This is an optimization exercise on Yosys and OpenROAD, whose aim is a short achievable clock period and few clock cycles, not a production implementation. Only simulation tests tie the RTL to the original design; equivalence was not proved. Power figures rest on the tool's default switching activity, not on a simulated workload.

// riscv
module riscv(
	input wire clk,
	input wire rst,
	input wire[31:0] inst,
	output wire[31:0] inst_addr,
	output wire ce,
	input wire[31:0] rdata,
	output wire[31:0] ram_waddr,
	output wire[31:0] ram_wdata,
	output wire ram_wreg,
	output wire[31:0] raddr
);
	reg [31:0] pc;
	reg        btb_v;
	reg [31:2] btb_tag;
	reg [31:2] btb_tgt;
	reg        d_valid;
	reg [31:0] d_ir;
	reg [31:0] d_pc;
	reg [31:0] d_pc4;
	reg [12:2]  d_jlo;
	reg         d_jc;
	reg [11:2]  d_blo;
	reg         d_bc;
	reg [31:20] d_pcj_p, d_pcj_m;
	reg [31:12] d_pcb_p, d_pcb_m;
	reg        d_btb;
	reg        d_is_lui, d_is_auipc, d_is_jal, d_is_jalr, d_is_br, d_is_ld;
	reg        d_is_st, d_is_opi, d_is_op, d_use1, d_use2, d_wr;
	reg        e_wen;
	reg        e_ldw;
	reg [4:0]  e_rd;
	reg        e_ld;
	reg        e_st;
	reg        e_jalr;
	reg        e_force;
	reg        e_r_eq, e_r_ne, e_r_lt, e_r_ge, e_r_ltu, e_r_geu;
	reg [2:0]  e_f3;
	reg [31:0] e_a;      
	reg [31:0] e_b;
	reg [31:0] e_ca;     
	reg [31:0] e_cb;
	reg [31:0] e_sa;     
	reg [4:0]  e_shl;    
	reg [4:0]  e_shr;    
	reg [31:0] e_sd;
	reg [31:0] e_alt;
	reg        e_cin;
	reg        e_r_add, e_r_sll, e_r_srl, e_r_sra, e_r_slt, e_r_sltu;
	reg        e_r_xor, e_r_or, e_r_and, e_r_link;
	reg        m_wen;
  ...
Size: roughly 1700 flip-flops, roughly 200 I/O pins.
clock: 9.0 ns
lec_check: 0
abc_clock_period_in_ps: 3000
cap_margin: 20
core_margin: 2
core_utilization: 40
gpl_timing_driven: 1
slew_margin: 20
standard.sh (not shown) runs the stock make flow with config.mk's settings and CLKGATE_MAP_FILE= SYNTH_SCRIPT=/design/flow/synth_recipe.tcl, a recipe that flattens the netlist after the stock synthesis.
==> flow/flow/run.sh <==
#!/bin/bash
# The standard layout, with timing repair aimed at a tighter period than the
# 9 ns clock (setup margin of 5.8 ns, so repair works towards 3.2 ns) and
# port buffers of a fixed drive strength.
set -euo pipefail
bash standard.sh SETUP_SLACK_MARGIN=5.8 'BUFFER_PORTS_ARGS=-buffer_cell sky130_fd_sc_hd__buf_4' finish > standard_flow.log 2>&1
Testbench counts at the start, summed over its fixed seeds: cycles 27,019.
Then changed:
--- a/flow/design.v
+++ b/flow/design.v
@@ -69,18 +69,17 @@
 	reg        e_force;
 	reg        e_r_eq, e_r_ne, e_r_lt, e_r_ge, e_r_ltu, e_r_geu;
 	reg [2:0]  e_f3;
 	reg [31:0] e_a;      
 	reg [31:0] e_b;
 	reg [31:0] e_ca;     
 	reg [31:0] e_cb;
 	reg [31:0] e_sa;     
-	reg [4:0]  e_shl;    
-	reg [4:0]  e_shr;    
+	reg [4:0]  e_sh;
 	reg [31:0] e_sd;
 	reg [31:0] e_alt;
 	reg        e_cin;
 	reg        e_r_add, e_r_sll, e_r_srl, e_r_sra, e_r_slt, e_r_sltu;
 	reg        e_r_xor, e_r_or, e_r_and, e_r_link;
 	reg        m_wen;
 	reg [4:0]  m_rd;
 	reg        m_ld;
@@ -108,22 +107,22 @@
 	wire ltu = !c_ge;
 	wire lt  = (e_ca[31] ^ e_cb[31]) ? e_ca[31] : ltu;
 	wire e_redirect = e_force |
 		(e_r_eq & eq) | (e_r_ne & !eq) |
 		(e_r_lt & lt) | (e_r_ge & !lt) |
 		(e_r_ltu & ltu) | (e_r_geu & !ltu);
 	wire [31:0] sum;
 	ks_add #(32) add0 (.a(e_a), .b(e_b), .cin(e_cin), .s(sum), .cout());
-	wire [32:0] sr33 = $signed({e_r_sra & e_sa[31], e_sa}) >>> e_shr;
-	wire [31:0] sr = sr33[31:0];
+	wire [31:0] sra  = $signed(e_sa) >>> e_sh;
 	wire [31:0] e_target = e_jalr ? {sum[31:2], 2'b00} : e_alt;
 	wire [31:0] res_oth =
-		({32{e_r_sll}}  & (e_sa << e_shl)) |
-		({32{e_r_srl | e_r_sra}} & sr) |
+		({32{e_r_sll}}  & (e_sa << e_sh)) |
+		({32{e_r_srl}}  & (e_sa >> e_sh)) |
+		({32{e_r_sra}}  & sra) |
 		({32{e_r_slt}}  & {31'd0, lt}) |
 		({32{e_r_sltu}} & {31'd0, ltu}) |
 		({32{e_r_xor}}  & (e_a ^ e_b)) |
 		({32{e_r_or}}   & (e_a | e_b)) |
 		({32{e_r_and}}  & (e_a & e_b)) |
 		({32{e_r_link}} & e_alt);
 	wire [31:0] res = ({32{e_r_add}} & sum) | res_oth;
 	wire [31:0] st_data = (e_f3 == 3'b010) ? e_sd :
@@ -188,38 +187,32 @@
 	wire [31:0] b_old = (is_op | is_br) ? (d_sub ? ~old2 : old2) : is_st ? imm_s : (is_lui | is_auipc) ? imm_u : imm_i;
 	wire ka_a = sel_a_e & e_r_add;
 	wire ka_b = sel_b_e & e_r_add;
 	wire s_ca = fe1 && !z1;
 	wire ka_ca = s_ca & e_r_add;
 	wire s_cb = fe2 && !z2 && !is_opi;
 	wire ka_cb = s_cb & e_r_add;
 	wire ka_s = sel_s_e & e_r_add;
-	wire is_sl = f3 == 3'b001;
-	wire is_sr = f3 == 3'b101;
-	wire s_shl = is_op && is_sl && sel_s_e;
-	wire s_shr = is_op && is_sr && sel_s_e;
-	wire ka_shl = s_shl & e_r_add;
-	wire ka_shr = s_shr & e_r_add;
+	wire s_sh = is_op && sel_s_e;
+	wire ka_sh = s_sh & e_r_add;
 	wire [31:0] a_slow  = sel_a_e ? res_oth : a_old;
 	wire [31:0] b_slow  = sel_b_e ? res_oth : b_old;
 	wire [31:0] ca_slow = s_ca ? res_oth : old1;
 	wire [31:0] cb_slow = s_cb ? res_oth : is_opi ? imm_i : old2;
 	wire [31:0] sa_slow = sel_a_e ? res_oth : old1;
 	wire [31:0] sd_slow = sel_s_e ? res_oth : old2;
-	wire [4:0]  shl_slow = s_shl ? res_oth[4:0] : (is_op && is_sl) ? old2[4:0] : d_ir[24:20];
-	wire [4:0]  shr_slow = s_shr ? res_oth[4:0] : (is_op && is_sr) ? old2[4:0] : d_ir[24:20];
+	wire [4:0]  sh_slow = s_sh ? res_oth[4:0] : !is_op ? d_ir[24:20] : old2[4:0];
 	wire [31:0] a_new  = ({32{ka_a}} & sum) | a_slow;
 	wire [31:0] b_new  = ({32{ka_b}} & sum) | b_slow;
 	wire [31:0] ca_new = ({32{ka_ca}} & sum) | ca_slow;
 	wire [31:0] cb_new = ({32{ka_cb}} & sum) | cb_slow;
 	wire [31:0] sa_new = ({32{ka_a}} & sum) | sa_slow;
 	wire [31:0] sd_new = ({32{ka_s}} & sum) | sd_slow;
-	wire [4:0]  shl_new = ({5{ka_shl}} & sum[4:0]) | shl_slow;
-	wire [4:0]  shr_new = ({5{ka_shr}} & sum[4:0]) | shr_slow;
+	wire [4:0]  sh_new = ({5{ka_sh}} & sum[4:0]) | sh_slow;
 	wire stall = d_valid && (
 	             (e_ldw && ((use1 && e_rd == rs1) || (use2 && e_rd == rs2))) ||
 	             (m_ldw && ((use1 && m_rd == rs1) || (use2 && m_rd == rs2))) ||
 	             (d_sub && !z2 && e_wen && e_rd == rs2));
 	wire go = d_valid && !stall && !e_redirect;
 	wire btb_hit = btb_v && btb_tag == pc[31:2];
 	wire [31:0] pc4 = pc + 32'd4;
 	wire [13:2] f_jlo = {1'b0, pc[12:2]} + {1'b0, inst[12], inst[20], inst[30:22]};
@@ -318,18 +311,17 @@
 		end
 		e_rd <= rd;
 		e_f3 <= f3;
 		e_a  <= a_new;
 		e_b  <= b_new;
 		e_ca <= ca_new;
 		e_cb <= cb_new;
 		e_sa <= sa_new;
-		e_shl <= shl_new;
-		e_shr <= shr_new;
+		e_sh <= sh_new;
 		e_sd <= sd_new;
 		e_alt <= (is_br && !d_back) ? {d_tgt_b, 2'b00} : d_pc4;
 		e_r_add  <= is_lui | is_auipc | is_ld | is_st |
 		            (is_opi & f3 == 3'b000) | (is_op & f3 == 3'b000);
 		e_cin    <= d_sub;
 		e_r_sll  <= (is_opi | is_op) & f3 == 3'b001;
 		e_r_srl  <= (is_opi | is_op) & f3 == 3'b101 & !d_ir[30];
 		e_r_sra  <= (is_opi | is_op) & f3 == 3'b101 & d_ir[30];
Setup slack improved by 0.022 ns.
Total power goes up slightly.
Die area stays flat.
Wire length decreases slightly.
Clock skew is higher by 0.014 ns.
Final area is higher slightly.
Via count is higher slightly.
Count of clock-buffer cells in the layout is lower by 7.
Sequential cell count decreases by 5.
Sequential share of layout area drops by 0.65 points.
Utilization went up by 0.61 points.
Maximum frequency grows slightly.
Testbench counts after the change, summed over its fixed seeds: cycles 27,019.

-- afterwards: timing with drivers on the ports --
Ports are ideal in the flow. The routed layouts listed here were re-timed in OpenROAD. Step 1 (the two cells are an assumption about what drives the block):
set clk [get_ports {clk}]
set_driving_cell -lib_cell sky130_fd_sc_hd__clkbuf_16 $clk
set_driving_cell -lib_cell sky130_fd_sc_hd__buf_2 [delete_from_list [all_inputs] $clk]
Step 2 adds t to the input delays and takes it off the output delays; t is the mean of the earliest and latest rising clock arrival at the registers after step 1. Input paths then give back, and output paths get back, about the clock's delay inside the block. Three values: ideal ports, drivers, drivers and shift; two values: the first two.
run	t (ns)	setup WS [ns]	hold slack, ns	worst setup path after step 2	latest minus earliest clock arrival (ns)
the first run	0.925	5.598 / 5.573 / 5.094	0.326 / 0.326 / 0.326	input to register	0.056 / 0.057
the second run	0.941	5.620 / 5.598 / 5.027	0.328 / 0.328 / 0.328	input to register	0.069 / 0.069
After both steps setup and hold are still met in every run listed. The setup slack of the second run, which loses most, moves by -0.022 ns with the drivers and by -0.593 ns with both steps.
